This design comes from an exercise in tuning for small area and a short achievable clock period on the open sky130 flow, not from production work.
Where RTL was checked, it was by simulation tests only, not by an equivalence proof against the original.
The clock input has no modelled driver; a real chip could not lean on it and would need a root buffer or a full tree.
Power figures rest on the tool's default switching activity, not on a simulated workload.

==> module bcnn_pipeline, before the edit <==
module bcnn_pipeline (
    input  wire       clk,
    input  wire       reset,
    input  wire       pixel_in,
    input  wire       valid_in,
    input  wire [8:0] weight_bits1,
    input  wire [8:0] weight_bits2,
    input  wire [3:0] threshold1,
    input  wire [3:0] threshold2,
    output reg        pixel_out,
    output reg        valid_out
);
    reg [4:0] col, row;
    reg       f_lb1, f_pl1, f_l2;
    wire      last_col = (col == 5'd27);
    wire [4:0] col_nx  = last_col ? 5'd0 : col + 5'd1;
    wire [4:0] row_nx  = last_col ? ((row == 5'd27) ? 5'd0 : row + 5'd1) : row;
    always @(posedge clk) begin
        if (reset) begin
            col   <= 5'd0;
            row   <= 5'd0;
            f_lb1 <= 1'b1;
            f_pl1 <= 1'b0;
            f_l2  <= 1'b0;
        end else if (valid_in) begin
            col   <= col_nx;
            row   <= row_nx;
            f_lb1 <= (col_nx <= 5'd25);
            f_pl1 <= ~col_nx[0] && col_nx >= 5'd4 && col_nx <= 5'd26;
            f_l2  <= row_nx[0] && row_nx >= 5'd3 && row_nx <= 5'd25 && col_nx[0] && col_nx >= 5'd5;
        end
    end
    function [2:0] therm;
        input [2:0] q;
        therm = {&q, (q[0] & q[1]) | (q[0] & q[2]) | (q[1] & q[2]), |q};
    endfunction
    function [9:0] le_therm;
        input [3:0] th;
        integer j;
        for (j = 0; j < 10; j = j + 1)
            le_therm[j] = (th <= j);
    endfunction
    function [6:0] w_of;
        input [1:0] s;
        input [9:0] lth;
        integer k;
        for (k = 0; k < 7; k = k + 1)
            w_of[k] = ((s == 2'd0) & lth[k])     | ((s == 2'd1) & lth[k + 1]) |
                      ((s == 2'd2) & lth[k + 2]) | ((s == 2'd3) & lth[k + 3]);
    endfunction
    function [3:0] v_of;
        input [6:0] w;
        input [2:0] g;
        integer m;
        for (m = 0; m < 4; m = m + 1)
            v_of[m] = w[m] | (g[0] & w[m + 1]) | (g[1] & w[m + 2]) | (g[2] & w[m + 3]);
    endfunction
    function act;
        input [3:0] v;
        input [2:0] g;
        act = v[0] | (g[0] & v[1]) | (g[1] & v[2]) | (g[2] & v[3]);
    endfunction
    function [1:0] count3;
        input [2:0] q;
        count3 = {(q[0] & q[1]) | (q[0] & q[2]) | (q[1] & q[2]), ^q};
    endfunction
    reg  [51:0] lb1;                  
    wire        x1 = pixel_in;        
    wire        m1 = lb1[25];         
    wire        t1 = lb1[51];         
    wire [2:0] q10 = {~(t1 ^ weight_bits1[8]), ~(m1 ^ weight_bits1[5]), ~(x1 ^ weight_bits1[2])};
    wire [2:0] q11 = {~(t1 ^ weight_bits1[7]), ~(m1 ^ weight_bits1[4]), ~(x1 ^ weight_bits1[1])};
    wire [2:0] q12 = {~(t1 ^ weight_bits1[6]), ~(m1 ^ weight_bits1[3]), ~(x1 ^ weight_bits1[0])};
    reg  [1:0] s1;
    reg  [3:0] v1;
    reg        a1_r;                  
    wire [3:0] v1_nx = v_of(w_of(s1, le_therm(threshold1)), therm(q11));
    wire       a1    = act(v1, therm(q12));
    always @(posedge clk) begin
        if (valid_in) begin
            if (f_lb1)
                lb1 <= {lb1[50:0], x1};
            s1   <= count3(q10);
            v1   <= v1_nx;
            a1_r <= a1;
        end
    end
    reg        left1;                 
    reg [11:0] pl1;                   
    reg        p1_r;                  
    wire       pair1    = left1 | a1_r;
    wire       pair1_ev = f_pl1;
    wire       p1_ev    = f_pl1 && row[0] && row >= 5'd3 && row <= 5'd25;
    always @(posedge clk) begin
        if (valid_in) begin
            if (col[0])
                left1 <= a1_r;
            if (pair1_ev)
                pl1 <= {pl1[10:0], pair1};
            if (p1_ev)
                p1_r <= pair1 | pl1[11];
        end
    end
    wire       l2_ev = f_l2;
    reg [23:0] lb2;                   
    wire       x2 = p1_r;
    wire       m2 = lb2[11];
    wire       t2 = lb2[23];
    wire [2:0] q20 = {~(t2 ^ weight_bits2[8]), ~(m2 ^ weight_bits2[5]), ~(x2 ^ weight_bits2[2])};
    wire [2:0] q21 = {~(t2 ^ weight_bits2[7]), ~(m2 ^ weight_bits2[4]), ~(x2 ^ weight_bits2[1])};
    wire [2:0] q22 = {~(t2 ^ weight_bits2[6]), ~(m2 ^ weight_bits2[3]), ~(x2 ^ weight_bits2[0])};
    reg  [1:0] s2;
    reg  [3:0] v2;
    wire [3:0] v2_nx = v_of(w_of(s2, le_therm(threshold2)), therm(q21));
    wire       a2    = act(v2, therm(q22));
    reg        left2;
    reg  [4:0] pl2;
    wire       pair2    = left2 | a2;
    wire       left2_ev = l2_ev && col[1:0] == 2'b01;
    wire       pair2_ev = l2_ev && col[1:0] == 2'b11 && col >= 5'd11;
    wire       out_ev   = pair2_ev && row[1:0] == 2'b01 && row >= 5'd9;
    always @(posedge clk) begin
        if (l2_ev && valid_in) begin
            lb2 <= {lb2[22:0], x2};
            s2  <= count3(q20);
            v2  <= v2_nx;
        end
        if (left2_ev && valid_in)
            left2 <= a2;
        if (pair2_ev && valid_in)
            pl2 <= {pl2[3:0], pair2};
        pixel_out <= pair2 | pl2[4];
    end
    always @(posedge clk) begin
        if (reset)
            valid_out <= 1'b0;
        else
            valid_out <= valid_in && out_ev;
    end
endmodule
clock: 4.0 ns
lec_check: 0
cap_margin: 20
core_margin: 2
core_utilization: 40
setup_slack_margin: 2.2
slew_margin: 20
standard.sh (not shown) runs the stock make flow with config.mk's settings and CLKGATE_MAP_FILE= SYNTH_SCRIPT=/design/flow/synth_recipe.tcl, a recipe that flattens the netlist after the stock synthesis.
==> flow/flow/run.sh <==
#!/bin/bash
# Standard ORFS layout (the standard.sh) with two changes:
#  - ports are buffered with a small buffer cell (resizing may grow it);
#  - the clock tree is built by flow/manual_cts.tcl: the clock port drives one
#    root clkbuf, which drives a few clkbufs, each feeding a balanced group of
#    flip-flops (all sinks at the same depth).
set -euo pipefail
W=$PWD
export BUFFER_PORTS_ARGS="-buffer_cell sky130_fd_sc_hd__buf_1"
export PRE_CTS_TCL=$W/flow/manual_cts.tcl
export MCTS_CLOCK_PORT=clk
export MCTS_ROOT=sky130_fd_sc_hd__clkbuf_8
export MCTS_BUF=sky130_fd_sc_hd__clkbuf_16
export MCTS_GROUPS=6
bash standard.sh > $W/standard_flow.log 2>&1
Other scripts of this flow, unchanged in this note and not shown: flow/flow/manual_cts.tcl
==> next run, changes <==
--- a/flow/design.v
+++ b/flow/design.v
@@ -9,30 +9,33 @@
     input  wire [3:0] threshold1,
     input  wire [3:0] threshold2,
     output reg        pixel_out,
     output reg        valid_out
 );
-    reg [4:0] col, row;
-    reg       f_lb1, f_pl1, f_l2;
-    wire      last_col = (col == 5'd27);
-    wire [4:0] col_nx  = last_col ? 5'd0 : col + 5'd1;
-    wire [4:0] row_nx  = last_col ? ((row == 5'd27) ? 5'd0 : row + 5'd1) : row;
+    reg [4:0] cp, row;
+    reg       f_ra, f_rb;
+    wire      last_col = &cp;
+    wire [4:0] row_nx  = (row == 5'd27) ? 5'd0 : row + 5'd1;
     always @(posedge clk) begin
         if (reset) begin
-            col   <= 5'd0;
-            row   <= 5'd0;
-            f_lb1 <= 1'b1;
-            f_pl1 <= 1'b0;
-            f_l2  <= 1'b0;
+            cp   <= 5'd4;
+            row  <= 5'd0;
+            f_ra <= 1'b0;
+            f_rb <= 1'b0;
         end else if (valid_in) begin
-            col   <= col_nx;
-            row   <= row_nx;
-            f_lb1 <= (col_nx <= 5'd25);
-            f_pl1 <= ~col_nx[0] && col_nx >= 5'd4 && col_nx <= 5'd26;
-            f_l2  <= row_nx[0] && row_nx >= 5'd3 && row_nx <= 5'd25 && col_nx[0] && col_nx >= 5'd5;
+            cp <= last_col ? 5'd4 : cp + 5'd1;
+            if (last_col) begin
+                row  <= row_nx;
+                f_ra <= row_nx[0] && row_nx >= 5'd3 && row_nx <= 5'd25;
+                f_rb <= row_nx[1:0] == 2'b01 && row_nx >= 5'd9 && row_nx <= 5'd25;
+            end
         end
     end
+    wire f_lb1 = ~&cp[4:1];                   
+    wire f_pl1 = ~cp[0] & (cp[4] | cp[3]);    
+    wire f_c2  = cp[0] & (cp[4] | cp[3]);     
+    wire f_l2  = f_c2 & f_ra;
     function [2:0] therm;
         input [2:0] q;
         therm = {&q, (q[0] & q[1]) | (q[0] & q[2]) | (q[1] & q[2]), |q};
     endfunction
     function [9:0] le_therm;
@@ -89,15 +92,14 @@
     reg        left1;                 
     reg [11:0] pl1;                   
     reg        p1_r;                  
     wire       pair1    = left1 | a1_r;
     wire       pair1_ev = f_pl1;
-    wire       p1_ev    = f_pl1 && row[0] && row >= 5'd3 && row <= 5'd25;
+    wire       p1_ev    = f_pl1 & f_ra;
     always @(posedge clk) begin
         if (valid_in) begin
-            if (col[0])
-                left1 <= a1_r;
+            left1 <= a1_r;
             if (pair1_ev)
                 pl1 <= {pl1[10:0], pair1};
             if (p1_ev)
                 p1_r <= pair1 | pl1[11];
         end
@@ -115,20 +117,19 @@
     wire [3:0] v2_nx = v_of(w_of(s2, le_therm(threshold2)), therm(q21));
     wire       a2    = act(v2, therm(q22));
     reg        left2;
     reg  [4:0] pl2;
     wire       pair2    = left2 | a2;
-    wire       left2_ev = l2_ev && col[1:0] == 2'b01;
-    wire       pair2_ev = l2_ev && col[1:0] == 2'b11 && col >= 5'd11;
-    wire       out_ev   = pair2_ev && row[1:0] == 2'b01 && row >= 5'd9;
+    wire       pair2_ev = l2_ev & cp[1] & cp[0] & (cp[4] | (cp[3] & cp[2]));
+    wire       out_ev   = pair2_ev & f_rb;
     always @(posedge clk) begin
         if (l2_ev && valid_in) begin
             lb2 <= {lb2[22:0], x2};
             s2  <= count3(q20);
             v2  <= v2_nx;
         end
-        if (left2_ev && valid_in)
+        if (l2_ev && valid_in)
             left2 <= a2;
         if (pair2_ev && valid_in)
             pl2 <= {pl2[3:0], pair2};
         pixel_out <= pair2 | pl2[4];
     end
Result: The new run finished clean. Combinational power shrinks by 19%. Global-route usage is about the same. Utilization shrinks by 0.83 points. First-iteration DRC count shrinks by 12%. Synthesized cell count shrinks by 7.9%. Hold slack stays flat. Die area shrinks by 2.5%. Area after synthesis shrinks by 2.6%. Design area shrinks by 2.9%. Sequential share of layout area grows by 1.4 points. Power shrinks by 2.4%.
The RTL of the second run of this note was laid out without a check of its function. No run of this note takes its clock network from TritonCTS; it comes from the design's own scripts or RTL.

afterwards: timing with drivers on the ports:
The results above use ideal ports. As a check the final layouts listed here were re-extracted and re-timed, cells and wires unchanged.
Step 1, drivers: a clkbuf_16 drives clk and a buf_2 each remaining input, both assumed.
Step 2 also shifts input and output timing later by t, the mid clock arrival at the registers, as if the neighbouring blocks saw the same clock.
Three values: ideal, step 1, step 2; two values: the first two.
run	t (ns)	slack for setup (ns)	worst setup path after step 2	cell pins on the clock port's net
the first run	0.398	2.081 / 2.089 / 1.693	input to register	1
the second run	0.416	2.188 / 2.188 / 1.830	input to register	1
After both steps every run listed still meets setup and hold. For the first run, which loses most, drivers alone change the setup slack by +0.008 ns; drivers and shift together by -0.388 ns.
